From an optimization exercise on the open Yosys and OpenROAD flow, aimed at small area; shortcuts taken in it are not production practice. In this exercise RTL edits were held to simulation tests only and were not proved equivalent to the original. The clock port is modelled as an ideal driver, which makes a skipped or thinned clock tree look cheaper than it is; a real chip needs a root buffer or a tree. Power and IR drop assume default switching activity.

<file path="flow/design.v">
module ad7606_drive#(
    parameter           P_RANGE = 0
)(
    input               i_clk           ,
    input               i_rst           ,
    input               i_user_ctrl     ,
    output [15:0]       o_user_data_1   ,
    output              o_user_valid_1  ,
    output [15:0]       o_user_data_2   ,
    output              o_user_valid_2  ,
    output [15:0]       o_user_data_3   ,
    output              o_user_valid_3  ,
    output [15:0]       o_user_data_4   ,
    output              o_user_valid_4  ,
    output [15:0]       o_user_data_5   ,
    output              o_user_valid_5  ,
    output [15:0]       o_user_data_6   ,
    output              o_user_valid_6  ,
    output [15:0]       o_user_data_7   ,
    output              o_user_valid_7  ,
    output [15:0]       o_user_data_8   ,
    output              o_user_valid_8  ,
    output              o_ad_psb_sel    ,
    output              o_ad_stby       ,
    output              o_ad_convstA    ,
    output              o_ad_convstB    ,
    output              o_ad_reset      ,
    output              o_ad_cs         ,
    output              o_ad_rd         ,
    output [2:0]        o_ad_osc        ,
    output              o_ad_range      ,
    input               i_ad_busy       ,
    input  [15:0]       i_ad_data
);
reg  [6:0]  r_st;
wire [6:0]  w_nst;
reg  [15:0] r_data;
wire        w_convst_n, w_cs_n, w_rd_n;
wire [8:1]  w_valid;
wire        w_hold_i, w_hold_b, w_jmp, w_skip;
always @(posedge i_clk or posedge i_rst)
begin
    if (i_rst)
        r_st <= 7'd90;
    else
        r_st <= w_nst;
end
always @(posedge i_clk)
    r_data <= i_ad_data;
assign o_ad_reset = ~((~r_st[6]) | (~r_st[2]) | (r_st[0] & r_st[1]) | (r_st[5]));
assign w_convst_n = (~r_st[0] & ~r_st[1] & ~r_st[2] & ~r_st[3] & ~r_st[4] & r_st[6]);
assign w_cs_n = ~((~r_st[6]) | (~r_st[5]) | (~r_st[3] & ~r_st[4]) | (~r_st[2] & ~r_st[4]) | (~r_st[0] & ~r_st[1] & ~r_st[4]) | (r_st[0] & r_st[2] & r_st[3] & r_st[4]) | (r_st[1] & r_st[2] & r_st[3] & r_st[4]));
assign w_rd_n = ~((~r_st[6]) | (~r_st[5]) | (~r_st[3] & ~r_st[4]) | (~r_st[2] & ~r_st[4]) | (~r_st[0]) | (r_st[2] & r_st[3] & r_st[4]));
assign w_valid[1] = (r_st[0] & r_st[1] & r_st[2] & r_st[3] & ~r_st[4] & r_st[6]);
assign w_valid[2] = (r_st[0] & ~r_st[1] & ~r_st[2] & ~r_st[3] & r_st[4] & r_st[6]);
assign w_valid[3] = (r_st[0] & r_st[1] & ~r_st[2] & ~r_st[3] & r_st[4] & r_st[6]);
assign w_valid[4] = (r_st[0] & ~r_st[1] & r_st[2] & ~r_st[3] & r_st[4] & r_st[6]);
assign w_valid[5] = (r_st[0] & r_st[1] & r_st[2] & ~r_st[3] & r_st[4] & r_st[6]);
assign w_valid[6] = (r_st[0] & ~r_st[1] & ~r_st[2] & r_st[3] & r_st[4] & r_st[5]);
assign w_valid[7] = (r_st[0] & r_st[1] & ~r_st[2] & r_st[3] & r_st[4] & r_st[5]);
assign w_valid[8] = (r_st[0] & ~r_st[1] & r_st[2] & r_st[3] & r_st[4] & r_st[5]);
assign w_hold_i = (~r_st[0] & ~r_st[2] & ~r_st[5] & r_st[6]);
assign w_hold_b = (~r_st[0] & r_st[1] & ~r_st[2] & r_st[3] & ~r_st[4] & r_st[6]);
assign w_skip = (r_st[0] & ~r_st[1] & ~r_st[2] & r_st[3] & ~r_st[4] & r_st[6]);
assign w_jmp = (r_st[3] & r_st[4] & r_st[5] & ~r_st[6]);
wire       w_en  = ~(w_hold_i & ~i_user_ctrl) & ~(w_hold_b & i_ad_busy);
wire [6:0] w_inc = (r_st + {6'd0, w_en}) | {6'd0, w_skip & ~i_ad_busy};
assign w_nst = (w_inc & ~({7{w_jmp}} & 7'd32)) | ({7{w_jmp}} & 7'd70);
assign o_ad_convstA   = ~w_convst_n;
assign o_ad_convstB   = ~w_convst_n;
assign o_ad_cs        = ~w_cs_n;
assign o_ad_rd        = ~w_rd_n;
assign o_user_valid_1 = w_valid[1];
assign o_user_valid_2 = w_valid[2];
assign o_user_valid_3 = w_valid[3];
assign o_user_valid_4 = w_valid[4];
assign o_user_valid_5 = w_valid[5];
assign o_user_valid_6 = w_valid[6];
assign o_user_valid_7 = w_valid[7];
assign o_user_valid_8 = w_valid[8];
assign o_user_data_1  = r_data & {16{w_valid[1]}};
assign o_user_data_2  = r_data & {16{w_valid[2]}};
assign o_user_data_3  = r_data & {16{w_valid[3]}};
assign o_user_data_4  = r_data & {16{w_valid[4]}};
assign o_user_data_5  = r_data & {16{w_valid[5]}};
assign o_user_data_6  = r_data & {16{w_valid[6]}};
assign o_user_data_7  = r_data & {16{w_valid[7]}};
assign o_user_data_8  = r_data & {16{w_valid[8]}};
assign o_ad_psb_sel   = 1'b0;
assign o_ad_stby      = 1'b0;
assign o_ad_osc       = 3'd0;
assign o_ad_range     = P_RANGE;
endmodule
</file>
<file path="flow/flow/run.sh">
#!/bin/bash
# The standard ORFS layout (standard.sh, standard synthesis unchanged), with
# changes that only affect cell choice and sizes:
#  - ports get the smallest buffer (buf_1) instead of clkdlybuf4s50_1,
#  - every logic cell starts at its smallest size before repair_design
#    (downsize.tcl), which then sizes up what it needs,
#  - power recovery downsizes cells with slack after global routing,
#  - the constant outputs share the one tie cell synthesis made,
#  - clock-tree leaf buffers that drive 9+ flip-flops become clkbuf_8
#    (post_cts.tcl), so flip-flop clock pins keep a fast edge.
set -euo pipefail
HERE=$(pwd)
export BUFFER_PORTS_ARGS="-buffer_cell sky130_fd_sc_hd__buf_1"
export PRE_RESIZE_TCL="$HERE/flow/downsize.tcl"
export RECOVER_POWER=100
export SKIP_REPAIR_TIE_FANOUT=1
export POST_CTS_TCL="$HERE/flow/post_cts.tcl"
bash standard.sh > "$HERE/standard_flow.log" 2>&1
</file>
<file path="flow/flow/downsize.tcl">
# Set every logic cell to the smallest cell of its own family (same function and
# pins, lower drive); repair_design, which runs next, sizes up whatever then needs it.
set db [ord::get_db]
set smallest [dict create]
foreach lib [$db getLibs] {
  foreach m [$lib getMasters] {
    set n [$m getName]
    if { ![regexp {^sky130_fd_sc_hd__(.+)_(\d+)$} $n -> fam drv] } { continue }
    if { [regexp {^(df|sdf|edf|dl|tap|fill|decap|conb|diode|probe|lpflow|clk)} $fam] } { continue }
    set lc [get_lib_cells -quiet */$n]
    if { $lc == "" || [get_property $lc dont_use] } { continue }
    set a [expr { [$m getWidth] * [$m getHeight] }]
    if { ![dict exists $smallest $fam] || $a < [lindex [dict get $smallest $fam] 1] } {
      dict set smallest $fam [list $n $a]
    }
  }
}
set count 0
foreach inst [[ord::get_db_block] getInsts] {
  set n [[$inst getMaster] getName]
  if { ![regexp {^sky130_fd_sc_hd__(.+)_(\d+)$} $n -> fam drv] } { continue }
  if { ![dict exists $smallest $fam] } { continue }
  set target [lindex [dict get $smallest $fam] 0]
  if { $target == $n } { continue }
  if { [$inst isFixed] || [$inst getPlacementStatus] == "FIRM" } { continue }
  replace_cell [get_cells [$inst getName]] [get_lib_cells */$target]
  incr count
}
puts "downsize: resized $count instances"
</file>
<file path="flow/flow/post_cts.tcl">
# Clock-tree leaf buffers that drive many flip-flops get a stronger cell, so
# every flip-flop clock pin keeps a sharp edge; the tree's shape is unchanged.
set count 0
foreach inst [[ord::get_db_block] getInsts] {
  if { [[$inst getMaster] getName] != "sky130_fd_sc_hd__clkbuf_4" } { continue }
  set sinks 0
  foreach it [$inst getITerms] {
    if { ![$it isOutputSignal] } { continue }
    set net [$it getNet]
    if { $net == "NULL" } { continue }
    foreach load [$net getITerms] {
      if { [string match "sky130_fd_sc_hd__df*" [[[$load getInst] getMaster] getName]] } { incr sinks }
    }
  }
  if { $sinks >= 9 } {
    replace_cell [get_cells [$inst getName]] [get_lib_cells */sky130_fd_sc_hd__clkbuf_8]
    incr count
  }
}
puts "post_cts: upsized $count clock leaf buffers"
if { $count > 0 } {
  detailed_placement
  check_placement -verbose
  estimate_parasitics -placement
}
</file>
<file path="flow/standard.sh">
#!/bin/bash
# synth_recipe.tcl (not shown) runs the flow's synth.tcl, then flattens the netlist and writes it again
# the make line also repeats each setting of config.mk as NAME=value (left out here)
make -C /OpenROAD-flow-scripts/flow DESIGN_CONFIG=/design/flow/config.mk WORK_HOME=/design/flow/orfs CLKGATE_MAP_FILE= SYNTH_SCRIPT=/design/flow/synth_recipe.tcl "${@:-finish}"
</file>
<file path="flow/config.mk">
export PLATFORM = sky130hd
export DESIGN_NAME = ad7606_drive
export DESIGN_NICKNAME = ad7606_drive
export VERILOG_FILES = /design/flow/design.v
export SDC_FILE = /design/flow/constraint.sdc
export NUM_CORES = 4
export LEC_CHECK = 0
export ABC_AREA = 1
export CAP_MARGIN = 20
export CORE_AREA = 2.3 2.72 63.7 63.28
export CTS_BUF_LIST = sky130_fd_sc_hd__clkbuf_4
export DIE_AREA = 0 0 66 66
export SLEW_MARGIN = 20
</file>
<file path="flow/constraint.sdc">
create_clock -name core_clock -period 20.0 [get_ports {i_clk}]
set_input_delay 4.0000 -clock core_clock [delete_from_list [all_inputs] [get_ports {i_clk}]]
set_output_delay 4.0000 -clock core_clock [all_outputs]
set_load 0.01 [all_outputs]
</file>
==> results.json, run 1 <==
{
  "status": "finished clean",
  "startpoint_type": "flop",
  "synthFlopType": "dfxtp_1",
  "nets": 429,
  "die_w_um": 66,
  "yosysWarnings": 1,
  "grt_pass1_wl_mm": 8.349,
  "slew_headroom_pct": 57.07,
  "r2r_start": "r_st[4]$_DFF_PP1_",
  "totalWireLength_mm": 5.758,
  "arrival_ps": 2050,
  "grt_pass1_vias": 1650,
  "cp-end-kind": "output pin",
  "reg2reg_depth": 9,
  "critical_path.max_fanout": 17,
  "dr.pass1.iters": 5,
  "gr-total-overflow": 0,
  "cts.sinks": 23,
  "rsz0062_at_grt": "false",
  "critical_path_required_ps": 16000,
  "tns_ps": 0,
  "hold_class": "flop to flop",
  "row_count": 22,
  "syn_area_per_cell_um2": 6.067,
  "drt_iter0_markers": 109,
  "drive_above_1_share_pct": 1.478,
  "ff2ff_setup_slack_ps": 18140,
  "synthArstFlopShare_pct": 30.43,
  "clock.fmax_mhz": 165.3,
  "syn_inst": 258,
  "viasPerCell": 4.584,
  "place_inst": 450,
  "crit_family": "simple AND/OR/NAND/NOR gates",
  "fin_skew_ps": 3.650,
  "wire_per_inst_um": 12.68,
  "place_hpwl_mm": 4.314,
  "synth_common_cells": "nor2_1 (130), inv_1 (30), dfxtp_1 (16)",
  "post-route-period-util_pct": 30.26,
  "start_util_pct": 42.75,
  "r2r-end": "r_st[6]$_DFF_PP1_",
  "diodes": 0,
  "synth-seq-cells": 23,
  "irDropWorstVdd_v": 0.00006711,
  "total_power_mw": 0.1872,
  "yosysSeqAreaShare_pct": 31.97,
  "clk_pin_slew_ps": 80,
  "gp_congestion": 0.9201,
  "die_h_um": 66,
  "clk_latency_ps": 280,
  "area_growth_pct": 32.85,
  "synth.distinct_cells": 23,
  "cap_violations": 0,
  "antenna_found_initial": 0,
  "synth.most_common_cell": "nor2_1",
  "path_cells": "nand3_1 > inv_1 > nand2_1 > nor2_1 > buf_1",
  "synth_edf_count": 0,
  "hold_path_depth": 2,
  "final_cells": 454,
  "yosys-top-cells-area": "nor2_1 (31%), dfxtp_1 (20%), inv_1 (7.2%), dfstp_2 (6.7%), buf_4 (5.3%)",
  "worstSetupEndpoint": "o_user_data_8[13]",
  "startpoint": "r_st[4]$_DFF_PP1_",
  "worst-path-buf-inv": 2,
  "drc": 0,
  "ant_nets": 0,
  "io_buffers": 160,
  "path_depth": 5,
  "p_leak_nw": 1.034,
  "grt_max_degree": 18,
  "crit_slowest_cell": "dfstp_1",
  "core_area_um2": 3661,
  "setup_viol": 0,
  "synthDominantCellAreaShare_pct": 31.18,
  "maxSlewViolCount": 0,
  "power_density_nw_per_um2": 90.02,
  "synth_area_um2": 1565,
  "cpPeakStageDelay_ps": 670,
  "cts_tree": "done",
  "worstSetupPathType": "flop to output pin",
  "tightest_slew_ps": 642.4,
  "vias": 2081,
  "syn-num-nets": 280,
  "dieArea_um2": 4356,
  "hold_viol": 0,
  "fin_crit_ps": 6051,
  "yosysTopAreaCell": "nor2_1",
  "boundaryPins": 167,
  "grtUsageTotal_pct": 24.72
}
[layout by cell type (no fill, tap or decap), types with 3 or more instances in the layout]
cell type,synthesis,final
nor3_1,2,4
o21ai_0,3,3
a21oi_1,3,3
dfrtp_1,3,3
dfxtp_1,16,16
nand3_1,6,6
nor2_1,130,139
inv_1,30,36
nand2_1,13,20
buf_1,0,160
[layer usage]
| metal | routed length, um | global-route usage [%] | up-vias |
|---|---|---|---|
| met2 | 2954 | 45.71 | 94 |
| li1 | - | - | 1044 |
| met4 | 65 | 6.633 | 0 |
| met5 | 0 | 0 | - |
| met1 | 2298 | 29.62 | 937 |
| met3 | 440 | 3.578 | 6 |
[worst min-delay path by stage]
stage / start / endpoint / slack [ps]
after floorplan: r_st[6]$_DFF_PP1_ / r_st[6]$_DFF_PP1_ / 490
after global placement: r_st[6]$_DFF_PP1_ / r_st[6]$_DFF_PP1_ / 520
after detailed placement: r_st[6]$_DFF_PP1_ / r_st[6]$_DFF_PP1_ / 520
after global routing: r_st[6]$_DFF_PP1_ / r_st[6]$_DFF_PP1_ / 560
final: r_st[6]$_DFF_PP1_ / r_st[6]$_DFF_PP1_ / 530
[tightest hold or removal path, stage by stage (launching register included)]
cell and delay [ps]:
dfstp_2 400, o21ai_0 70, nand2_1 50
[area by class of cell]
| cell class | instances | area [um2] |
|---|---|---|
| clock buffers | 3 | 35.03 |
| clock inverters | 1 | 5.005 |
| fillers | 403 | 1582 |
| inverters | 36 | 135.1 |
| multi-input cells | 183 | 743.2 |
| flip-flops and latches | 23 | 500.5 |
| well taps | 48 | 60.06 |
| repair buffers | 160 | 600.6 |
[registers in the layout, indices dropped and copies added, names as in the netlist]
name    flops
r_st        7
r_data     16
[power by group]
group          internal, mW  total (mW)  switching, mW
Sequential           0.0577      0.0715         0.0137
Clock                0.0118      0.0264         0.0146
Combinational        0.0271      0.0893         0.0623
[cell families after synthesis]
kind of cell / Yosys count / share of synthesized area [%]
flops: 23 / 31.97
compound gates: 7 / 2.398
xor+xnor: 2 / 1.119
fa+ha+maj: 2 / 1.598
buf+inv: 52 / 16.71
other cells: 1 / 0.2396
simple gates: 171 / 45.96
[through the flow]
stage | instance area, um2 | hold WS [ps] | setup slack, ps | utilization [%]
floorplan | 1565 | 489.4 | 14670 | -
global placement | 2100 | 518.6 | 14540 | 57.35
detailed placement | 2039 | 517.0 | 14320 | 55.71
global route | 2079 | 556.4 | 13750 | 56.80
finish | 2079 | 525.6 | 13950 | 56.80
==> inputs of run 2 (changes only) <==
--- a/flow/flow/run.sh
+++ b/flow/flow/run.sh
@@ -14,5 +14,6 @@
 export PRE_RESIZE_TCL="$HERE/flow/downsize.tcl"
 export RECOVER_POWER=100
 export SKIP_REPAIR_TIE_FANOUT=1
-export POST_CTS_TCL="$HERE/flow/post_cts.tcl"
+export POST_CTS_TCL="$HERE/flow/post_cts2.tcl"
+export CLOCK_ROOT_CELL=sky130_fd_sc_hd__clkbuf_16
 bash standard.sh > "$HERE/standard_flow.log" 2>&1
==> flow/flow/post_cts2.tcl (new file) <==
# One clock buffer: CTS builds a root buffer feeding leaf buffers; with so few
# flip-flops one buffer (ROOT_CELL) can drive them all, so the leaf buffers'
# loads move onto the root's output net and the leaves are removed.
set root_cell $::env(CLOCK_ROOT_CELL)
set block [ord::get_db_block]
set clk_net [$block findNet i_clk]
set drv {}
foreach it [$clk_net getITerms] { lappend drv [$it getInst] }
if { [llength $drv] == 1 } {
  set root [lindex $drv 0]
  set rnet ""
  foreach it [$root getITerms] { if { [$it isOutputSignal] } { set rnet [$it getNet] } }
  set leaves {}
  foreach it [$rnet getITerms] {
    set inst [$it getInst]
    if { $inst != $root && [string match "sky130_fd_sc_hd__clkbuf_*" [[$inst getMaster] getName]] } { lappend leaves $inst }
  }
  set rnet_name [$rnet getName]
  foreach leaf $leaves {
    set lnet ""
    foreach it [$leaf getITerms] { if { [$it isOutputSignal] } { set lnet [$it getNet] } }
    set lname [$leaf getName]
    set lnet_name [$lnet getName]
    set pins {}
    foreach it [$lnet getITerms] {
      if { [$it getInst] != $leaf } { lappend pins "[[$it getInst] getName]/[[$it getMTerm] getName]" }
    }
    foreach p $pins {
      disconnect_pin $lnet_name $p
      connect_pin $rnet_name $p
    }
    delete_instance $lname
    delete_net $lnet_name
  }
  replace_cell [get_cells [$root getName]] [get_lib_cells */$root_cell]
  puts "post_cts2: removed [llength $leaves] leaf buffers, root is $root_cell"
  detailed_placement
  check_placement -verbose
  estimate_parasitics -placement
}
removed: flow/flow/post_cts.tcl
==> run 2 against run 1 <==
Still clean. Clock-buffer cell count shrank 2. Worst hold slack gained 6.3 ps. Clock power fell by 15%. Total power shrank 2.7%. Clock skew down 2.3 ps. Via count fell by 1.2%.
==> results.json, run 2 <==
{
  "start_util_pct": 42.75,
  "regMostFlops": "r_data",
  "largest_reg_flops": 16,
  "synth_edf_count": 0,
  "critical_path.max_fanout": 17,
  "synthFlopType": "dfxtp_1",
  "syn_area_per_cell_um2": 6.067,
  "rsz0062_at_grt": "false",
  "final_cell_mix": "buf_1 (160), nor2_1 (139), inv_1 (36)",
  "vias": 2055,
  "wire_per_inst_um": 12.55,
  "power.switching_mw": 0.08776,
  "diodes": 0,
  "fill_cells": 400,
  "path_cells": "nand2_1 > nor2_1 > nand2_1 > nor2_1 > buf_1",
  "slew_headroom_pct": 56.67,
  "arrival_ps": 1930,
  "dr.pass1.iters": 5,
  "yosysSeqAreaShare_pct": 31.97,
  "grt_pass1_vias": 1634,
  "grt_max_degree": 25,
  "syn_inst": 258,
  "die_w_um": 66,
  "yosys-top-cells-area": "nor2_1 (31%), dfxtp_1 (20%), inv_1 (7.2%), dfstp_2 (6.7%), buf_4 (5.3%)",
  "crit_family": "simple AND/OR/NAND/NOR gates",
  "gr-total-overflow": 0,
  "syn-num-nets": 280,
  "clk_pin_slew_ps": 100,
  "drc": 0,
  "critical_path_required_ps": 16000,
  "clock_power_share_pct": 12.3,
  "post-route-period-util_pct": 29.64,
  "worst-path-buf-inv": 1,
  "viasPerCell": 4.546,
  "boundaryPins": 167,
  "clock.fmax_mhz": 168.7,
  "antenna_found_initial": 0,
  "hold_class": "flop to flop",
  "startpoint_type": "flop",
  "dp_slack_ps": 14320,
  "grtUsageTotal_pct": 26.26,
  "maxSlewViolCount": 0,
  "seqCellArea_um2": 500.5,
  "irDropWorstVdd_v": 0.00005924,
  "synthDominantCellAreaShare_pct": 31.18,
  "yosysTopAreaCell": "nor2_1",
  "setup_ws_ps": 14070,
  "io_buffers": 160,
  "tightest_slew_ps": 648.4,
  "crit_slowest_cell": "dfstp_1",
  "layout_commonest_cell": "buf_1",
  "netSwitchingFraction_pct": 48.17,
  "worstSetupPathType": "flop to output pin",
  "synth_common_cells": "nor2_1 (130), inv_1 (30), dfxtp_1 (16)",
  "place_hpwl_mm": 4.314,
  "setup_viol": 0,
  "dieArea_um2": 4356,
  "synth-seq-cells": 23,
  "power_density_nw_per_um2": 88.04,
  "power_frac_seq_pct": 39.0,
  "gp_congestion": 0.9201,
  "total_power_mw": 0.1822,
  "synthArstFlopShare_pct": 30.43,
  "cpPeakStageDelay_ps": 680,
  "grt_pass1_wl_mm": 8.224,
  "drt_iter0_markers": 133,
  "core_area_um2": 3661,
  "synth.distinct_cells": 23,
  "die_h_um": 66,
  "status": "finished clean",
  "hold_viol": 0,
  "ant_nets": 0,
  "internal-power_mw": 0.09444,
  "clk_latency_ps": 160,
  "reg_top3": "r_data x16, r_st x7",
  "tns_ps": 0,
  "totalWireLength_mm": 5.674,
  "row_count": 22,
  "cap_violations": 0,
  "p_leak_nw": 1.027,
  "cp-end-kind": "output pin",
  "area_growth_pct": 32.21,
  "nets": 427,
  "fin_skew_ps": 1.317,
  "drive_above_1_share_pct": 0.9901,
  "yosysWarnings": 1,
  "combPwrFrac_pct": 48.6,
  "synth_area_um2": 1565,
  "multi_input_area_um2": 743.2,
  "fin_crit_ps": 5929,
  "synth.most_common_cell": "nor2_1",
  "cts.sinks": 23
}
==> run 2: cell count changes in the layout (fill, tap and decap cells not counted) <==
cell / before / now
clkbuf_16: 0 / 1
clkbuf_4: 1 / 0
clkbuf_8: 2 / 0
==> run 2: final cells by class <==
type                            instances  share of cell area [%]
Sequential cell                        23                   24.18
Timing Repair Buffer                  160                   29.02
Inverter                               36                   6.530
Multi-Input combinational cell        183                   35.91
Clock inverter                          1                  0.2418
Clock buffer                            1                   1.209
Tap cell                               48                   2.902
==> run 2: metal layers <==
| metal | GRT usage, % | up-vias | wire [um] |
|---|---|---|---|
| met4 | 7.143 | 0 | 67 |
| li1 | - | 1045 | - |
| met3 | 2.555 | 4 | 392 |
| met2 | 48.36 | 97 | 2913 |
| met5 | 0 | - | 0 |
| met1 | 32.35 | 909 | 2300 |
==> run 2: power groups by stage <==
stage / logic, mW / clock network, mW / registers [mW]
after floorplan: 0.0760 / 0 / 0.0682
after global placement: 0.0968 / 0 / 0.0745
after detailed placement: 0.0891 / 0 / 0.0721
after global routing: 0.101 / 0.0251 / 0.0733
final: 0.0886 / 0.0224 / 0.0711
==> run 2: final timing paths <==
check	start	endpoint	slack, ps	cells after the start
setup / recovery	r_st[1]$_DFF_PP1_	o_user_data_7[1]	14070	5
hold / removal	r_st[6]$_DFF_PP1_	r_st[6]$_DFF_PP1_	530	2
setup reg to reg	r_st[4]$_DFF_PP1_	r_st[6]$_DFF_PP1_	18170	9
hold reg to reg	r_st[6]$_DFF_PP1_	r_st[6]$_DFF_PP1_	530	2
max in group asynchronous	i_rst	r_st[3]$_DFF_PP1_	15990	2
min in group asynchronous	i_rst	r_st[5]$_DFF_PP0_	3730	2
==> run 2: kinds of logic (layout without fill, tap and decap cells) <==
logic type	count (synthesis)	in the layout	synth area share, %
and+or+nand+nor	171	171	45.96
buffers and inverters	52	198	16.71
DFF	23	23	31.97
AOI/OAI and AO/OA	7	7	2.398
adders and majority gates	2	2	1.598
xor gates and xnor gates	2	2	1.119
other	1	1	0.2396
==> run 2: worst register-to-register path, stage by stage, from the launching register on <==
cell,delay (ps)
dfstp_1,660
inv_1,120
nand4_1,80
o21ai_0,90
nand2_1,70
ha_1,210
ha_1,220
nand2_1,80
o21ai_0,170
nand2_1,70
==> run 2: stage by stage <==
stage	cells	hold slack (ps)	utilization (%)	instance area (um2)
finish	452	531.9	56.53	2069
global route	452	558.8	56.53	2069
detailed placement	450	517.0	55.71	2039
global placement	450	518.6	57.35	2100
floorplan	258	489.4	-	1565
==> inputs of run 3 (changes only) <==
--- a/flow/config.mk
+++ b/flow/config.mk
@@ -7,7 +7,7 @@
 export LEC_CHECK = 0
 export ABC_AREA = 1
 export CAP_MARGIN = 20
-export CORE_AREA = 2.3 2.72 63.7 63.28
+export CORE_AREA = 2.3 2.72 58.88 58.48
 export CTS_BUF_LIST = sky130_fd_sc_hd__clkbuf_4
-export DIE_AREA = 0 0 66 66
+export DIE_AREA = 0 0 61 61
 export SLEW_MARGIN = 20
==> run 3 against run 2 <==
Still clean on timing, DRC and antenna. Synthesized area is the same. Global-route usage is 1.2 points higher. Worst setup slack lost 6.4 ps. Register-to-register slack about the same. Worst hold slack improved by 15 ps. Highest routed layer unchanged.
==> results.json, run 3 <==
{
  "synthArstFlopShare_pct": 30.43,
  "synth_edf_count": 0,
  "clk_pin_slew_ps": 90,
  "cap_violations": 0,
  "hold_class": "flop to flop",
  "place_inst": 446,
  "row_count": 20,
  "totalWireLength_mm": 5.441,
  "startpoint_type": "flop",
  "path_cells": "nand2_1 > nor2_1 > nand2_1 > nor2_1 > buf_1",
  "met3_usage_pct": 2.985,
  "synth_area_um2": 1565,
  "gr-total-overflow": 0,
  "reg2reg_depth": 9,
  "fill_cells": 314,
  "viasPerCell": 4.616,
  "boundaryPins": 167,
  "die_w_um": 61,
  "fin_crit_ps": 5935,
  "irDropWorstVdd_v": 0.00007729,
  "cp-end-kind": "output pin",
  "yosysWarnings": 1,
  "gp_congestion": 0.9373,
  "synth.most_common_cell": "nor2_1",
  "synthDominantCellAreaShare_pct": 31.18,
  "core_area_um2": 3078,
  "antenna_found_initial": 0,
  "vias": 2068,
  "maxSlewViolCount": 0,
  "diodes": 0,
  "grtUsageTotal_pct": 27.50,
  "synthFlopType": "dfxtp_1",
  "top_usage_layer": "met2",
  "ff2ff_setup_slack_ps": 18170,
  "crit_slowest_cell": "dfstp_1",
  "cts.sinks": 23,
  "setup_viol": 0,
  "arrival_ps": 1930,
  "r2r_start": "r_st[4]$_DFF_PP1_",
  "tns_ps": 0,
  "use_met2_pct": 47.16,
  "post-route-period-util_pct": 29.68,
  "grt_pass1_wl_mm": 6.920,
  "dp_slack_ps": 14290,
  "grt_pass1_vias": 1389,
  "clock.fmax_mhz": 168.5,
  "hold_path_depth": 2,
  "io_buffers": 160,
  "wire_per_inst_um": 12.15,
  "syn-num-nets": 280,
  "die_h_um": 61,
  "nets": 427,
  "final_cell_mix": "buf_1 (160), nor2_1 (139), inv_1 (36)",
  "status": "finished clean",
  "final_cells": 448,
  "synth_common_cells": "nor2_1 (130), inv_1 (30), dfxtp_1 (16)",
  "drive_above_1_share_pct": 0.9901,
  "rsz0062_at_grt": "false",
  "dr.pass1.iters": 5,
  "critical_path.max_fanout": 17,
  "min_from": "r_st[6]$_DFF_PP1_",
  "setup_ws_ps": 14070,
  "largest_reg_flops": 16,
  "p_leak_nw": 1.027,
  "clk_latency_ps": 160,
  "r2r-end": "r_st[6]$_DFF_PP1_",
  "yosysTopAreaCell": "nor2_1",
  "use_met1_pct": 36.79,
  "ant_nets": 0,
  "synth.distinct_cells": 23,
  "dieArea_um2": 3721,
  "worstSetupPathType": "flop to output pin",
  "layout_commonest_cell": "buf_1",
  "place_hpwl_mm": 4.031,
  "start_util_pct": 50.85,
  "regMostFlops": "r_data",
  "grt_max_degree": 25,
  "critical_path_required_ps": 16000,
  "synth-seq-cells": 23,
  "drc": 0,
  "fin_skew_ps": 4.231,
  "syn_inst": 258,
  "power_density_nw_per_um2": 88.71,
  "slew_headroom_pct": 54.61,
  "syn_area_per_cell_um2": 6.067,
  "yosysSeqAreaShare_pct": 31.97,
  "cpPeakStageDelay_ps": 670,
  "yosys-top-cells-area": "nor2_1 (31%), dfxtp_1 (20%), inv_1 (7.2%), dfstp_2 (6.7%), buf_4 (5.3%)",
  "hold_viol": 0,
  "tightest_slew_ps": 679.2,
  "area_growth_pct": 31.89,
  "drt_iter0_markers": 217,
  "min_to": "r_st[6]$_DFF_PP1_",
  "reg_top3": "r_data x16, r_st x7"
}
## run 3: how the worst max path moves through the flow
stage                            from                end  slack [ps]  cells after the start
floorplan           r_st[4]$_DFF_PP1_  o_user_data_6[11]       14670                      5
detailed placement  r_st[6]$_DFF_PP1_   o_user_data_1[5]       14290                      5
global route        r_st[1]$_DFF_PP1_   o_user_data_1[2]       13910                      5
global placement    r_st[6]$_DFF_PP1_   o_user_data_1[3]       14510                      5
finish              r_st[1]$_DFF_PP1_   o_user_data_1[5]       14070                      5
## run 3: area by class of cell
class,instances,area [um2],area share [%]
multi-input cells,183,743.2,36.00
repair buffers,160,600.6,29.09
flip-flops and latches,23,500.5,24.24
inverters,36,135.1,6.545
well taps,44,55.05,2.667
clock buffers,1,25.02,1.212
clock inverters,1,5.005,0.2424
## run 3: metal layers
metal	routed length (um)	up-vias	share of wire, %
met5	0	-	0
met4	68	0	1.2
met3	480	9	8.8
met2	2724	133	50
met1	2168	886	40
li1	-	1040	-
## run 3: cell families after synthesis
kind of cell	synth area share, %
AOI/OAI and AO/OA	2.398
xor gates and xnor gates	1.119
adders and majority gates	1.598
buffers and inverters	16.71
DFF	31.97
other	0.2396
and+or+nand+nor	45.96
## run 3: stage by stage
stage	total power, mW	util (%)	cell area [um2]	hold slack, ps
after floorplan	0.1442	-	1565	489.4
after global placement	0.1712	68.05	2095	536.1
after detailed placement	0.1612	66.10	2034	533.5
after global routing	0.1997	67.07	2064	578.9
final	0.1831	67.07	2064	546.8
## run 3: critical path, delay by kind of cell (launching register included)
kind | cells | cell delay [ps]
buffers and inverters | 1 | 170
DFF | 1 | 670
and+or+nand+nor | 4 | 930
## run 3: report_power, final
group	switching [mW]	total (mW)	internal, mW	leakage (nW)
Sequential	0.0135	0.0712	0.0577	0.211
Clock	0.0123	0.0219	0.00963	0.0162
Combinational	0.0627	0.0900	0.0273	0.801
Total	0.0885	0.183	0.0947	1.03
==> inputs of run 4 (changes only) <==
--- a/flow/flow/run.sh
+++ b/flow/flow/run.sh
@@ -6,8 +6,8 @@
 #    (downsize.tcl), which then sizes up what it needs,
 #  - power recovery downsizes cells with slack after global routing,
 #  - the constant outputs share the one tie cell synthesis made,
-#  - clock-tree leaf buffers that drive 9+ flip-flops become clkbuf_8
-#    (post_cts.tcl), so flip-flop clock pins keep a fast edge.
+#  - the clock tree is one clkbuf_16 driving every flip-flop (post_cts2.tcl
+#    moves the CTS leaf buffers' loads onto the root buffer and removes them).
 set -euo pipefail
 HERE=$(pwd)
 export BUFFER_PORTS_ARGS="-buffer_cell sky130_fd_sc_hd__buf_1"
--- a/flow/config.mk
+++ b/flow/config.mk
@@ -7,7 +7,7 @@
 export LEC_CHECK = 0
 export ABC_AREA = 1
 export CAP_MARGIN = 20
-export CORE_AREA = 2.3 2.72 58.88 58.48
+export CORE_AREA = 2.3 2.72 63.7 63.28
 export CTS_BUF_LIST = sky130_fd_sc_hd__clkbuf_4
-export DIE_AREA = 0 0 61 61
+export DIE_AREA = 0 0 66 66
 export SLEW_MARGIN = 20
==> run 4 against run 3 <==
Still clean on timing, DRC and antenna. Worst setup slack improved by 6.4 ps. Clock power rose by 2%. Critical path depth did not move. Combinational power fell by 2%. Total power fell by 0.51%. Synthesized area did not move. Clock skew fell by 2.9 ps. Sequential share of layout area fell by 0.059 points. Final cell count rose by 0.89%. Clock-buffer cell count did not move. Largest power group unchanged.
==> results.json, run 4 <==
{
  "grt_pass1_wl_mm": 8.224,
  "synthDominantCellAreaShare_pct": 31.18,
  "viasPerCell": 4.546,
  "regMostFlops": "r_data",
  "arrival_ps": 1930,
  "antenna_found_initial": 0,
  "drive_above_1_share_pct": 0.9901,
  "synth.most_common_cell": "nor2_1",
  "gp_congestion": 0.9201,
  "critical_path_required_ps": 16000,
  "drt_iter0_markers": 133,
  "place_hpwl_mm": 4.314,
  "syn_inst": 258,
  "final_core_util_pct": 56.53,
  "syn_area_per_cell_um2": 6.067,
  "cap_violations": 0,
  "start_util_pct": 42.75,
  "startpoint_type": "flop",
  "synth_area_um2": 1565,
  "io_buffers": 160,
  "yosys-top-cells-area": "nor2_1 (31%), dfxtp_1 (20%), inv_1 (7.2%), dfstp_2 (6.7%), buf_4 (5.3%)",
  "reg2reg_depth": 9,
  "synth_compound_area_share_pct": 2.398,
  "final_cell_mix": "buf_1 (160), nor2_1 (139), inv_1 (36)",
  "maxSlewViolCount": 0,
  "dr.pass1.iters": 5,
  "fin_skew_ps": 1.317,
  "die_h_um": 66,
  "setup_viol": 0,
  "worstSetupPathType": "flop to output pin",
  "vias": 2055,
  "synth-simple-area-share_pct": 45.96,
  "grt_max_degree": 25,
  "boundaryPins": 167,
  "synth_edf_count": 0,
  "area_growth_pct": 32.21,
  "p_leak_nw": 1.027,
  "grt_pass1_vias": 1634,
  "die_w_um": 66,
  "gr-total-overflow": 0,
  "drc": 0,
  "grtUsageTotal_pct": 26.26,
  "core_area_um2": 3661,
  "power_density_nw_per_um2": 88.04,
  "synthFlopType": "dfxtp_1",
  "synth-seq-cells": 23,
  "synthArstFlopShare_pct": 30.43,
  "largest_reg_flops": 16,
  "post-route-period-util_pct": 29.64,
  "layout_commonest_cell": "buf_1",
  "hold_viol": 0,
  "row_count": 22,
  "reg_top3": "r_data x16, r_st x7",
  "clk_latency_ps": 160,
  "syn-num-nets": 280,
  "dieArea_um2": 4356,
  "fin_crit_ps": 5929,
  "synth-adder-area-share_pct": 1.599,
  "yosysSeqAreaShare_pct": 31.97,
  "irDropWorstVdd_v": 0.00005924,
  "tightest_slew_ps": 648.4,
  "tns_ps": 0,
  "cp-end-kind": "output pin",
  "yosysWarnings": 1,
  "wire_per_inst_um": 12.55,
  "clock.fmax_mhz": 168.7,
  "synth_top_family_by_area": "simple AND/OR/NAND/NOR gates",
  "ant_nets": 0,
  "status": "finished clean",
  "fill_cells": 400,
  "nets": 427,
  "synth.distinct_cells": 23,
  "synth_common_cells": "nor2_1 (130), inv_1 (30), dfxtp_1 (16)",
  "diodes": 0,
  "slew_headroom_pct": 56.67,
  "totalWireLength_mm": 5.674,
  "rsz0062_at_grt": "false",
  "synth_xor_area_share_pct": 1.119,
  "synthMuxAreaShare_pct": 0,
  "hold_path_depth": 2,
  "critical_path.max_fanout": 17,
  "yosysTopAreaCell": "nor2_1",
  "clk_pin_slew_ps": 100,
  "hold_class": "flop to flop",
  "cts.sinks": 23
}
[run 4: where the power goes]
group          leakage [nW]  total [mW]  internal (mW)  switching, mW
clock                0.0162      0.0224        0.00965         0.0128
sequential            0.211      0.0711         0.0577         0.0134
combinational         0.801      0.0886         0.0271         0.0616
total                  1.03       0.182         0.0944         0.0878
[run 4: final timing paths]
check,from,to,slack (ps)
hold / removal,r_st[6]$_DFF_PP1_,r_st[6]$_DFF_PP1_,530
max in group asynchronous,i_rst,r_st[3]$_DFF_PP1_,15990
hold reg to reg,r_st[6]$_DFF_PP1_,r_st[6]$_DFF_PP1_,530
setup reg to reg,r_st[4]$_DFF_PP1_,r_st[6]$_DFF_PP1_,18170
min in group asynchronous,i_rst,r_st[5]$_DFF_PP0_,3730
setup / recovery,r_st[1]$_DFF_PP1_,o_user_data_7[1],14070
[run 4: cell families (layout without fill, tap and decap cells)]
group / Yosys count / count (layout)
flip-flops: 23 / 23
buffers and inverters: 52 / 198
AO/OA/AOI/OAI: 7 / 7
adder cells (fa/ha/maj): 2 / 2
AND/OR/NAND/NOR: 171 / 171
other: 1 / 1
XOR/XNOR: 2 / 2
[run 4: layer usage]
metal  vias to the layer above  part of all wire [%]  GRT usage (%)
li1                       1045                     -              -
met1                       909                    41          32.35
met2                        97                    51          48.36
met3                         4                   6.9          2.555
met4                         0                   1.2          7.143
met5                         -                     0              0
[run 4: metrics by stage]
| stage | worst slack [ps] | hold WS, ps | area (um2) | instances | power, mW |
|---|---|---|---|---|---|
| floorplan | 14670 | 489.4 | 1565 | 258 | 0.1442 |
| global placement | 14540 | 518.6 | 2100 | 450 | 0.1713 |
| detailed placement | 14320 | 517.0 | 2039 | 450 | 0.1613 |
| global route | 13880 | 558.8 | 2069 | 452 | 0.1998 |
| finish | 14070 | 531.9 | 2069 | 452 | 0.1822 |
[run 4: cell type report]
cell class                 instances  area, um2  share of cell area (%)
sequential                        23      500.5                   24.18
clock buffer                       1      25.02                   1.209
clock inverter                     1      5.005                  0.2418
tap                               48      60.06                   2.902
inverter                          36      135.1                   6.530
timing repair buffer             160      600.6                   29.02
multi-input combinational        183      743.2                   35.91
[run 4: critical path: stages, from the launching register on]
cell,delay [ps]
dfstp_1,680
nand2_1,140
nor2_1,150
nand2_1,410
nor2_1,210
buf_1,190
==> inputs of run 5 (changes only) <==
--- a/flow/design.v
+++ b/flow/design.v
@@ -41,31 +41,31 @@
 always @(posedge i_clk or posedge i_rst)
 begin
     if (i_rst)
-        r_st <= 7'd90;
+        r_st <= 7'd26;
     else
         r_st <= w_nst;
 end
 always @(posedge i_clk)
     r_data <= i_ad_data;
-assign o_ad_reset = ~((~r_st[6]) | (~r_st[2]) | (r_st[0] & r_st[1]) | (r_st[5]));
-assign w_convst_n = (~r_st[0] & ~r_st[1] & ~r_st[2] & ~r_st[3] & ~r_st[4] & r_st[6]);
-assign w_cs_n = ~((~r_st[6]) | (~r_st[5]) | (~r_st[3] & ~r_st[4]) | (~r_st[2] & ~r_st[4]) | (~r_st[0] & ~r_st[1] & ~r_st[4]) | (r_st[0] & r_st[2] & r_st[3] & r_st[4]) | (r_st[1] & r_st[2] & r_st[3] & r_st[4]));
-assign w_rd_n = ~((~r_st[6]) | (~r_st[5]) | (~r_st[3] & ~r_st[4]) | (~r_st[2] & ~r_st[4]) | (~r_st[0]) | (r_st[2] & r_st[3] & r_st[4]));
-assign w_valid[1] = (r_st[0] & r_st[1] & r_st[2] & r_st[3] & ~r_st[4] & r_st[6]);
-assign w_valid[2] = (r_st[0] & ~r_st[1] & ~r_st[2] & ~r_st[3] & r_st[4] & r_st[6]);
-assign w_valid[3] = (r_st[0] & r_st[1] & ~r_st[2] & ~r_st[3] & r_st[4] & r_st[6]);
-assign w_valid[4] = (r_st[0] & ~r_st[1] & r_st[2] & ~r_st[3] & r_st[4] & r_st[6]);
-assign w_valid[5] = (r_st[0] & r_st[1] & r_st[2] & ~r_st[3] & r_st[4] & r_st[6]);
+assign o_ad_reset = ~((~r_st[2]) | (r_st[0] & r_st[1]) | (r_st[5]) | (r_st[6]));
+assign w_convst_n = (~r_st[0] & ~r_st[1] & ~r_st[2] & ~r_st[3] & ~r_st[4] & ~r_st[6]);
+assign w_cs_n = ~((~r_st[5]) | (~r_st[3] & ~r_st[4]) | (~r_st[2] & ~r_st[4]) | (~r_st[0] & ~r_st[1] & ~r_st[4]) | (r_st[0] & r_st[2] & r_st[3] & r_st[4]) | (r_st[1] & r_st[2] & r_st[3] & r_st[4]) | (r_st[6]));
+assign w_rd_n = ~((~r_st[5]) | (~r_st[3] & ~r_st[4]) | (~r_st[2] & ~r_st[4]) | (~r_st[0]) | (r_st[2] & r_st[3] & r_st[4]) | (r_st[6]));
+assign w_valid[1] = (r_st[0] & r_st[1] & r_st[2] & r_st[3] & ~r_st[4] & ~r_st[6]);
+assign w_valid[2] = (r_st[0] & ~r_st[1] & ~r_st[2] & ~r_st[3] & r_st[4] & ~r_st[6]);
+assign w_valid[3] = (r_st[0] & r_st[1] & ~r_st[2] & ~r_st[3] & r_st[4] & ~r_st[6]);
+assign w_valid[4] = (r_st[0] & ~r_st[1] & r_st[2] & ~r_st[3] & r_st[4] & ~r_st[6]);
+assign w_valid[5] = (r_st[0] & r_st[1] & r_st[2] & ~r_st[3] & r_st[4] & ~r_st[6]);
 assign w_valid[6] = (r_st[0] & ~r_st[1] & ~r_st[2] & r_st[3] & r_st[4] & r_st[5]);
 assign w_valid[7] = (r_st[0] & r_st[1] & ~r_st[2] & r_st[3] & r_st[4] & r_st[5]);
 assign w_valid[8] = (r_st[0] & ~r_st[1] & r_st[2] & r_st[3] & r_st[4] & r_st[5]);
-assign w_hold_i = (~r_st[0] & ~r_st[2] & ~r_st[5] & r_st[6]);
-assign w_hold_b = (~r_st[0] & r_st[1] & ~r_st[2] & r_st[3] & ~r_st[4] & r_st[6]);
-assign w_skip = (r_st[0] & ~r_st[1] & ~r_st[2] & r_st[3] & ~r_st[4] & r_st[6]);
-assign w_jmp = (r_st[3] & r_st[4] & r_st[5] & ~r_st[6]);
+assign w_hold_i = (~r_st[0] & ~r_st[2] & ~r_st[5] & ~r_st[6]);
+assign w_hold_b = (~r_st[0] & r_st[1] & ~r_st[2] & r_st[3] & ~r_st[4] & ~r_st[6]);
+assign w_skip = (r_st[0] & ~r_st[1] & ~r_st[2] & r_st[3] & ~r_st[4] & ~r_st[6]);
+assign w_jmp = (r_st[3] & r_st[4] & r_st[5] & r_st[6]);
 wire       w_en  = ~(w_hold_i & ~i_user_ctrl) & ~(w_hold_b & i_ad_busy);
 wire [6:0] w_inc = (r_st + {6'd0, w_en}) | {6'd0, w_skip & ~i_ad_busy};
-assign w_nst = (w_inc & ~({7{w_jmp}} & 7'd32)) | ({7{w_jmp}} & 7'd70);
+assign w_nst = (w_inc & ~({7{w_jmp}} & 7'd96)) | ({7{w_jmp}} & 7'd6);
 assign o_ad_convstA   = ~w_convst_n;
 assign o_ad_convstB   = ~w_convst_n;
 assign o_ad_cs        = ~w_cs_n;
==> flow/flow/run.sh (replaced) <==
#!/bin/bash
# The standard ORFS layout (standard.sh), with changes that only affect
# cell choice and sizes:
#  - synthesis is ORFS's own (synth_recipe.tcl, same passes and registers) except
#    that ABC maps with flow/abc_area.script (an area-only amap) and adders are
#    left to ABC instead of being mapped to half/full-adder cells first; the
#    flow runs with a copy of ORFS's scripts/ that differs only in that file,
#  - ports get the smallest buffer (buf_1) instead of clkdlybuf4s50_1,
#  - every logic cell starts at its smallest size before repair_design
#    (downsize.tcl), which then sizes up what it needs,
#  - power recovery downsizes cells with slack after global routing,
#  - the constant outputs share the one tie cell synthesis made,
#  - the clock tree is one clkbuf_16 driving every flip-flop (post_cts2.tcl
#    moves the CTS leaf buffers' loads onto the root buffer and removes them).
set -euo pipefail
HERE=$(pwd)
rm -rf "$HERE/orfs_scripts"
cp -r "$FLOW_HOME/scripts" "$HERE/orfs_scripts"
cp "$HERE/flow/abc_area.script" "$HERE/orfs_scripts/abc_area.script"
export SCRIPTS_DIR="$HERE/orfs_scripts"
export ADDER_MAP_FILE=
export BUFFER_PORTS_ARGS="-buffer_cell sky130_fd_sc_hd__buf_1"
export PRE_RESIZE_TCL="$HERE/flow/downsize.tcl"
export RECOVER_POWER=100
export SKIP_REPAIR_TIE_FANOUT=1
export POST_CTS_TCL="$HERE/flow/post_cts2.tcl"
export CLOCK_ROOT_CELL=sky130_fd_sc_hd__buf_8
bash standard.sh > "$HERE/standard_flow.log" 2>&1
==> flow/flow/abc_area.script (new file) <==
strash
dch -f
amap
topo
==> run 5 against run 4 <==
Still clean. Critical path type unchanged. Non-clock buffer count stayed put. Synthesized cell count is 9.7% lower. First-iteration DRC count is 1.5% lower. Global-route usage is 1.2 points lower. Total power is 15% lower.
==> results.json, run 5 <==
{
  "p_leak_nw": 0.8065,
  "reg2reg_depth": 6,
  "gr-total-overflow": 0,
  "rsz0062_at_grt": "false",
  "arrival_ps": 2550,
  "nets": 409,
  "yosysTopAreaCell": "nor2_1",
  "grt_pass1_wl_mm": 7.866,
  "grt_pass1_vias": 1508,
  "yosysSeqAreaShare_pct": 36.77,
  "hold_class": "flop to flop",
  "antenna_found_initial": 0,
  "slew_headroom_pct": 62.54,
  "synth_common_cells": "nor2_1 (144), clkinv_1 (33), dfxtp_1 (16)",
  "status": "finished clean",
  "critical_path_required_ps": 16000,
  "layout_commonest_cell": "buf_1",
  "regMostFlops": "r_data",
  "largest_reg_flops": 16,
  "syn_area_per_cell_um2": 5.826,
  "synth-seq-cells": 23,
  "post-route-period-util_pct": 32.74,
  "yosys-top-cells-area": "nor2_1 (40%), dfxtp_1 (24%), clkinv_1 (9.1%), dfrtp_1 (7.4%), dfstp_2 (5.8%)",
  "synthArstFlopShare_pct": 30.43,
  "clk_latency_ps": 150,
  "maxSlewViolCount": 0,
  "gp_congestion": 0.9829,
  "syn_inst": 233,
  "viasPerCell": 4.601,
  "synth_area_um2": 1358,
  "cp-end-kind": "output pin",
  "dr_wl_met3_um": 459,
  "io_buffers": 160,
  "row_count": 22,
  "grt_max_degree": 25,
  "ant_nets": 0,
  "final_area_um2": 1986,
  "place_area_um2": 1966,
  "cap_violations": 0,
  "syn-num-nets": 253,
  "yosysWarnings": 1,
  "cts.sinks": 23,
  "core_area_um2": 3661,
  "reg_top3": "r_data x16, r_st x7",
  "seqCellArea_um2": 499.2,
  "tightest_slew_ps": 558.5,
  "clk_pin_slew_ps": 120,
  "synthDominantCellAreaShare_pct": 39.82,
  "diodes": 0,
  "dr_wl_met2_mm": 2.896,
  "multi_input_area_um2": 681.9,
  "start_util_pct": 37.08,
  "vias": 2006,
  "place_inst": 434,
  "startpoint_type": "flop",
  "final_cells": 436,
  "synth_edf_count": 0,
  "setup_ws_ps": 13450,
  "top_layer_used": "met4",
  "drc": 0,
  "synth.distinct_cells": 20,
  "fill_cells": 407,
  "synth.most_common_cell": "nor2_1",
  "place_hpwl_mm": 4.266,
  "drive_above_1_share_pct": 0.7732,
  "dieArea_um2": 4356,
  "drt_iter0_markers": 131,
  "irDropWorstVdd_v": 0.00005801,
  "dr.pass1.iters": 5,
  "grtUsageTotal_pct": 25.11,
  "wire_per_inst_um": 12.81,
  "fin_skew_ps": 3.337,
  "synthFlopType": "dfxtp_1",
  "totalWireLength_mm": 5.583,
  "clock.fmax_mhz": 152.7,
  "power_density_nw_per_um2": 78.09,
  "worstSetupPathType": "flop to output pin",
  "critical_path.max_fanout": 16,
  "hold_path_depth": 2,
  "setup_viol": 0,
  "wl_met1_mm": 2.177,
  "tns_ps": 0,
  "die_w_um": 66,
  "die_h_um": 66,
  "boundaryPins": 167,
  "final_cell_mix": "buf_1 (160), nor2_1 (144), clkinv_1 (33)",
  "area_growth_pct": 46.27,
  "dp_slack_ps": 13670,
  "fin_crit_ps": 6548,
  "hold_viol": 0
}
run 5: cell types whose count changed in the layout (fill, tap and decap cells not counted), sizes merged, moves of 2 or more:
cell,before,now
inv,36,0
clkinv,1,34
nand2,20,7
ha,2,0
xor2,2,0
nor3,4,1
nor2,139,144
run 5: layer usage:
metal,track usage [%],vias up
met5,0,-
met1,30.33,899
met4,4.592,0
met3,3.578,4
li1,-,1003
met2,47.22,100
run 5: final timing paths:
kind | endpoint | slack [ps] | startpoint
max in group asynchronous | r_st[1]$_DFF_PP1_ | 16070 | i_rst
worst max register to register | r_st[5]$_DFF_PP0_ | 18350 | r_st[1]$_DFF_PP1_
worst min-delay path | r_st[3]$_DFF_PP1_ | 600 | r_st[3]$_DFF_PP1_
min in group asynchronous | r_st[5]$_DFF_PP0_ | 3690 | i_rst
worst max-delay path | o_user_data_1[12] | 13450 | r_st[1]$_DFF_PP1_
worst min register to register | r_st[3]$_DFF_PP1_ | 600 | r_st[3]$_DFF_PP1_
run 5: cells by family (layout without fill, tap and decap cells):
family / Yosys count / count (layout) / share of synthesized area [%]
other: 1 / 1 / 0.2762
AND/OR/NAND/NOR: 160 / 160 / 45.44
flip-flops: 23 / 23 / 36.78
AO/OA/AOI/OAI: 9 / 9 / 4.517
buffers and inverters: 40 / 195 / 13.00
run 5: per-stage QoR:
step | utilization (%) | power, mW | hold slack (ps)
final | 54.24 | 0.1551 | 601.0
after global routing | 54.24 | 0.1670 | 630.5
after detailed placement | 53.69 | 0.1381 | 542.0
after global placement | 53.69 | 0.1390 | 540.3
after floorplan | - | 0.1142 | 489.0
run 5: report_power, final:
| part | switching (mW) | total (mW) | internal [mW] | leakage [nW] |
|---|---|---|---|---|
| registers | 0.00933 | 0.0658 | 0.0565 | 0.215 |
| clock network | 0.0119 | 0.0181 | 0.00618 | 0.0113 |
| logic | 0.0508 | 0.0712 | 0.0204 | 0.580 |
| total | 0.0720 | 0.155 | 0.0831 | 0.807 |
run 5: critical path, cell delays in order (launching register included):
cell and delay, ps:
dfstp_2 550, clkinv_1 110, nor2_1 250, nand2_1 160, nor2_1 210, nand2_1 100, nor2_1 130, clkinv_1 470
nor2_1 240, buf_1 170
run 5: layout make-up:
type	instances	share of cell area [%]
timing repair buffer	160	30.25
multi-input combinational	170	34.34
clock inverter	1	0.2520
inverter	33	6.238
clock buffer	1	0.7561
sequential	23	25.14
tap	48	3.025
==> inputs of run 6 (changes only) <==
--- a/flow/flow/run.sh
+++ b/flow/flow/run.sh
@@ -24,5 +24,5 @@
 export RECOVER_POWER=100
 export SKIP_REPAIR_TIE_FANOUT=1
 export POST_CTS_TCL="$HERE/flow/post_cts2.tcl"
-export CLOCK_ROOT_CELL=sky130_fd_sc_hd__buf_8
+export CLOCK_ROOT_CELL=sky130_fd_sc_hd__buf_12
 bash standard.sh > "$HERE/standard_flow.log" 2>&1
==> run 6 against run 5 <==
Clock skew shrank 1.5 ps. Worst hold slack got worse by 5.9 ps. Core utilization increased by 0.14 points. Final cell count unchanged. Critical endpoint unchanged. Clock power rose by 13%. Combinational power about the same. Sequential share of layout area decreased by 0.063 points. Largest cell class unchanged. Global-route usage shrank 0.21 points. Still clean on timing, DRC and antenna. Register-to-register slack is essentially flat.
==> results.json, run 6 <==
{
  "multi_input_area_um2": 681.9,
  "total_power_mw": 0.1575,
  "regMostFlops": "r_data",
  "startpoint_type": "flop",
  "fill_cells": 406,
  "largest_reg_flops": 16,
  "maxSlewViolCount": 0,
  "wire_per_inst_um": 12.80,
  "synth_common_cells": "nor2_1 (144), clkinv_1 (33), dfxtp_1 (16)",
  "tns_ps": 0,
  "totalWireLength_mm": 5.582,
  "clk_latency_ps": 130,
  "drive_above_1_share_pct": 0.7732,
  "vias": 2022,
  "critical_path.max_fanout": 16,
  "worstSetupPathType": "flop to output pin",
  "irDropWorstVdd_v": 0.00005778,
  "grt_pass1_wl_mm": 7.845,
  "layout_commonest_cell": "buf_1",
  "viasPerCell": 4.638,
  "gr-total-overflow": 0,
  "clock.fmax_mhz": 153.7,
  "syn_area_per_cell_um2": 5.826,
  "synth_area_um2": 1358,
  "boundaryPins": 167,
  "synth.distinct_cells": 20,
  "yosysTopAreaCell": "nor2_1",
  "synth_edf_count": 0,
  "diodes": 0,
  "place_hpwl_mm": 4.266,
  "cap_violations": 0,
  "p_leak_nw": 0.8085,
  "dieArea_um2": 4356,
  "synth.most_common_cell": "nor2_1",
  "tightest_slew_ps": 558.3,
  "power_density_nw_per_um2": 79.14,
  "yosys-top-cells-area": "nor2_1 (40%), dfxtp_1 (24%), clkinv_1 (9.1%), dfrtp_1 (7.4%), dfstp_2 (5.8%)",
  "row_count": 22,
  "yosysSeqAreaShare_pct": 36.77,
  "rsz0062_at_grt": "false",
  "final_cells": 436,
  "die_h_um": 66,
  "die_w_um": 66,
  "start_util_pct": 37.08,
  "ant_nets": 0,
  "setup_viol": 0,
  "cts.sinks": 23,
  "status": "finished clean",
  "drc": 0,
  "antenna_found_initial": 0,
  "ff2ff_setup_slack_ps": 18350,
  "final_area_um2": 1991,
  "place_inst": 434,
  "arrival_ps": 2500,
  "clk_pin_slew_ps": 90,
  "dr.pass1.iters": 7,
  "fin_crit_ps": 6505,
  "place_area_um2": 1966,
  "synthFlopType": "dfxtp_1",
  "fin_skew_ps": 1.796,
  "post-route-period-util_pct": 32.52,
  "grt_max_degree": 25,
  "final_core_util_pct": 54.37,
  "yosysWarnings": 1,
  "seqCellArea_um2": 499.2,
  "core_area_um2": 3661,
  "hold_viol": 0,
  "synthDominantCellAreaShare_pct": 39.82,
  "drt_iter0_markers": 94,
  "slew_headroom_pct": 62.55,
  "reg_top3": "r_data x16, r_st x7",
  "grt_pass1_vias": 1509,
  "gp_congestion": 0.9829,
  "critical_path_required_ps": 16000,
  "syn-num-nets": 253,
  "area_growth_pct": 46.64,
  "io_buffers": 160,
  "nets": 409,
  "cp-end-kind": "output pin",
  "synth-seq-cells": 23,
  "syn_inst": 233,
  "hold_class": "flop to flop",
  "synthArstFlopShare_pct": 30.43,
  "grtUsageTotal_pct": 24.89,
  "final_cell_mix": "buf_1 (160), nor2_1 (144), clkinv_1 (33)"
}
-- run 6: cell counts after synthesis --
Identical to the previous run, type by type.
-- run 6: layer usage --
layer | vias to the layer above | track usage (%) | wire length [um]
met5 | - | 0 | 0
met4 | 0 | 3.061 | 36
met3 | 4 | 3.578 | 522
met2 | 115 | 47.22 | 2874
met1 | 898 | 30.33 | 2149
li1 | 1005 | - | -
-- run 6: final cells by class --
cell class	instances	area share [%]
flip-flops and latches	23	25.08
well taps	48	3.017
multi-input cells	170	34.26
repair buffers	160	30.17
clock inverters	1	0.2514
clock buffers	1	1.006
inverters	33	6.223
-- run 6: worst paths after layout --
kind                                         from           endpoint  cells after the start
worst max-delay path            r_st[1]$_DFF_PP1_  o_user_data_1[12]                      9
max in group asynchronous                   i_rst  r_st[1]$_DFF_PP1_                      2
worst min-delay path            r_st[3]$_DFF_PP1_  r_st[3]$_DFF_PP1_                      2
worst max register to register  r_st[1]$_DFF_PP1_  r_st[5]$_DFF_PP0_                      6
min in group asynchronous                   i_rst  r_st[5]$_DFF_PP0_                      2
worst min register to register  r_st[3]$_DFF_PP1_  r_st[3]$_DFF_PP1_                      2
-- run 6: kinds of logic (layout without fill, tap and decap cells) --
logic type | count (synthesis) | after routing | share of synthesized area (%)
compound gates | 9 | 9 | 4.517
buf+inv | 40 | 195 | 13.00
flops | 23 | 23 | 36.78
other cells | 1 | 1 | 0.2762
simple gates | 160 | 160 | 45.44
-- run 6: worst max-delay path, stage by stage (launching register included) --
cell and delay [ps]:
dfstp_2 540, clkinv_1 110, nor2_1 250, nand2_1 160
nor2_1 210, nand2_1 100, nor2_1 130, clkinv_1 460
nor2_1 230, buf_1 170
-- run 6: metrics by stage --
| step | hold slack (ps) | setup WS [ps] |
|---|---|---|
| floorplan | 489.0 | 14020 |
| global placement | 540.3 | 13760 |
| detailed placement | 542.0 | 13670 |
| global route | 626.5 | 13220 |
| finish | 595.1 | 13500 |
-- run 6: power breakdown --
part | internal (mW) | switching [mW] | leakage, nW
Combinational | 0.0204 | 0.0509 | 0.580
Clock | 0.00858 | 0.0118 | 0.0133
Sequential | 0.0565 | 0.00933 | 0.215
Total | 0.0855 | 0.0720 | 0.809
==> inputs of run 7 (changes only) <==
--- a/flow/flow/run.sh
+++ b/flow/flow/run.sh
@@ -24,5 +24,5 @@
 export RECOVER_POWER=100
 export SKIP_REPAIR_TIE_FANOUT=1
 export POST_CTS_TCL="$HERE/flow/post_cts2.tcl"
-export CLOCK_ROOT_CELL=sky130_fd_sc_hd__buf_12
+export CLOCK_ROOT_CELL=sky130_fd_sc_hd__clkbuf_16
 bash standard.sh > "$HERE/standard_flow.log" 2>&1
==> run 7 against run 6 <==
Synthesized area did not move. Critical endpoint unchanged. Non-clock buffer count unchanged. Still clean on timing, DRC and antenna. Clock-buffer cell count unchanged. Wire length decreased by 0.25%. Largest cell class unchanged. Global-route usage unchanged. Final cell count is the same. First-iteration DRC count is 2.1% higher. Core utilization is 0.14 points higher. Worst setup slack got worse by 23 ps. Worst hold slack improved by 2.2 ps. Final area up 0.25%. Flip-flop and latch count is the same. Largest power group unchanged.
==> results.json, run 7 <==
{
  "synth_area_um2": 1358,
  "vias": 2015,
  "hold_class": "flop to flop",
  "synth.most_common_cell": "nor2_1",
  "gp_congestion": 0.9829,
  "grt_pass1_wl_mm": 7.845,
  "p_leak_nw": 0.8114,
  "setup_viol": 0,
  "grt_max_degree": 25,
  "antenna_found_initial": 0,
  "hold_path_depth": 2,
  "worstSetupPathType": "flop to output pin",
  "maxSlewViolCount": 0,
  "final_cell_mix": "buf_1 (160), nor2_1 (144), clkinv_1 (33)",
  "critical_path.max_fanout": 16,
  "fin_skew_ps": 1.195,
  "yosysSeqAreaShare_pct": 36.77,
  "boundaryPins": 167,
  "core_area_um2": 3661,
  "viasPerCell": 4.622,
  "setup_ws_ps": 13470,
  "clk_latency_ps": 150,
  "grt_pass1_vias": 1509,
  "critical_path_required_ps": 16000,
  "drive_above_1_share_pct": 0.7732,
  "synth_edf_count": 0,
  "fill_cells": 405,
  "place_hpwl_mm": 4.266,
  "dr.pass1.iters": 5,
  "gr-total-overflow": 0,
  "irDropWorstVdd_v": 0.00005795,
  "clock.fmax_mhz": 153.2,
  "io_buffers": 160,
  "diodes": 0,
  "synthFlopType": "dfxtp_1",
  "fin_crit_ps": 6527,
  "status": "finished clean",
  "cts.sinks": 23,
  "syn_inst": 233,
  "die_h_um": 66,
  "layout_commonest_cell": "buf_1",
  "nets": 409,
  "grtUsageTotal_pct": 24.89,
  "rsz0062_at_grt": "false",
  "hold_viol": 0,
  "synthArstFlopShare_pct": 30.43,
  "startpoint_type": "flop",
  "cp-end-kind": "output pin",
  "totalWireLength_mm": 5.568,
  "final_area_um2": 1996,
  "synth.distinct_cells": 20,
  "yosys-top-cells-area": "nor2_1 (40%), dfxtp_1 (24%), clkinv_1 (9.1%), dfrtp_1 (7.4%), dfstp_2 (5.8%)",
  "place_area_um2": 1966,
  "power_density_nw_per_um2": 79.39,
  "start_util_pct": 37.08,
  "largest_reg_flops": 16,
  "synth-seq-cells": 23,
  "total_power_mw": 0.1584,
  "synth_common_cells": "nor2_1 (144), clkinv_1 (33), dfxtp_1 (16)",
  "drc": 0,
  "synthDominantCellAreaShare_pct": 39.82,
  "area_growth_pct": 47.00,
  "die_w_um": 66,
  "syn-num-nets": 253,
  "post-route-period-util_pct": 32.64,
  "reg_top3": "r_data x16, r_st x7",
  "tns_ps": 0,
  "syn_area_per_cell_um2": 5.826,
  "cap_violations": 0,
  "drt_iter0_markers": 96,
  "regMostFlops": "r_data",
  "yosysWarnings": 1,
  "tightest_slew_ps": 551.2,
  "fin_hold_ws_ps": 597.3,
  "clk_pin_slew_ps": 90,
  "dp_slack_ps": 13670,
  "reg2reg_depth": 6,
  "ant_nets": 0,
  "yosysTopAreaCell": "nor2_1",
  "slew_headroom_pct": 63.03,
  "wire_per_inst_um": 12.77,
  "row_count": 22,
  "dieArea_um2": 4356,
  "arrival_ps": 2530
}
-- run 7: cell type report --
cell class	count	area, um2	area share (%)
clock buffers	1	25.02	1.254
clock inverters	1	5.005	0.2508
inverters	33	123.9	6.207
multi-input cells	170	681.9	34.17
flip-flops and latches	23	499.2	25.02
well taps	48	60.06	3.009
repair buffers	160	600.6	30.09
-- run 7: cell families after synthesis --
family | synth area share [%]
AO/OA/AOI/OAI | 4.517
other | 0.2762
AND/OR/NAND/NOR | 45.44
flip-flops | 36.78
buffers and inverters | 13.00
-- run 7: path summary, 6_finish.rpt --
kind                            slack, ps                 to               from
worst max-delay path                13470  o_user_data_1[12]  r_st[1]$_DFF_PP1_
worst min-delay path                  600  r_st[3]$_DFF_PP1_  r_st[3]$_DFF_PP1_
worst max register to register      18350  r_st[5]$_DFF_PP0_  r_st[1]$_DFF_PP1_
worst min register to register        600  r_st[3]$_DFF_PP1_  r_st[3]$_DFF_PP1_
max in group asynchronous           16070  r_st[1]$_DFF_PP1_              i_rst
min in group asynchronous            3690  r_st[5]$_DFF_PP0_              i_rst
-- run 7: worst max-delay path, cell delays in order (launching register included) --
cell	delay, ps
dfstp_2	540
clkinv_1	110
nor2_1	250
nand2_1	160
nor2_1	210
nand2_1	100
nor2_1	130
clkinv_1	460
nor2_1	230
buf_1	170
-- run 7: per-layer routing --
layer	up-vias	GRT usage, %	share of wire [%]
met3	4	3.578	9.1
met5	-	0	0
li1	1003	-	-
met1	892	30.33	38
met2	116	47.22	52
met4	0	3.061	0.65
-- run 7: stage by stage --
step	util, %	cells
2_1_floorplan	-	233
3_3_place_gp	53.69	434
3_5_place_dp	53.69	434
5_1_grt	54.51	436
6_report	54.51	436
-- run 7: where the power goes --
group | internal, mW | switching [mW]
Sequential | 0.0565 | 0.00939
Combinational | 0.0204 | 0.0510
Clock | 0.00960 | 0.0116

==> static timing again, ports no longer ideal <==
The flow's constraints put no driver on any port. The routed layouts listed below were extracted and timed again, unchanged, in two steps. Step 1, drivers: a clkbuf_16 drives i_clk and a buf_2 each remaining input, both assumed. Step 2 adds t to the input delays and takes it off the output delays; t is the mean of the earliest and latest rising clock arrival at the registers after step 1. Input paths then give back, and output paths get back, about the clock's delay inside the block. Slacks: ideal ports / drivers / drivers and shift; pairs: ideal ports / drivers.
| run | shift t [ns] | slack for setup (ns) | slew at the worst register clock pin (ns) | worst data-port slew with drivers (ns) |
|---|---|---|---|---|
| run 1 | 0.307 | 13.949 / 13.924 / 14.231 | 0.08 / 0.08 | 0.06 |
| run 2 | 0.192 | 14.071 / 14.036 / 14.228 | 0.10 / 0.10 | 0.05 |
| run 3 | 0.182 | 14.065 / 14.036 / 14.219 | 0.09 / 0.09 | 0.05 |
| run 4 | 0.192 | 14.071 / 14.036 / 14.228 | 0.10 / 0.10 | 0.05 |
| run 5 | 0.174 | 13.452 / 13.421 / 13.596 | 0.12 / 0.12 | 0.06 |
| run 6 | 0.158 | 13.495 / 13.464 / 13.622 | 0.09 / 0.09 | 0.06 |
| run 7 | 0.179 | 13.473 / 13.444 / 13.623 | 0.09 / 0.09 | 0.06 |
After both steps setup and hold are still met in every run listed.
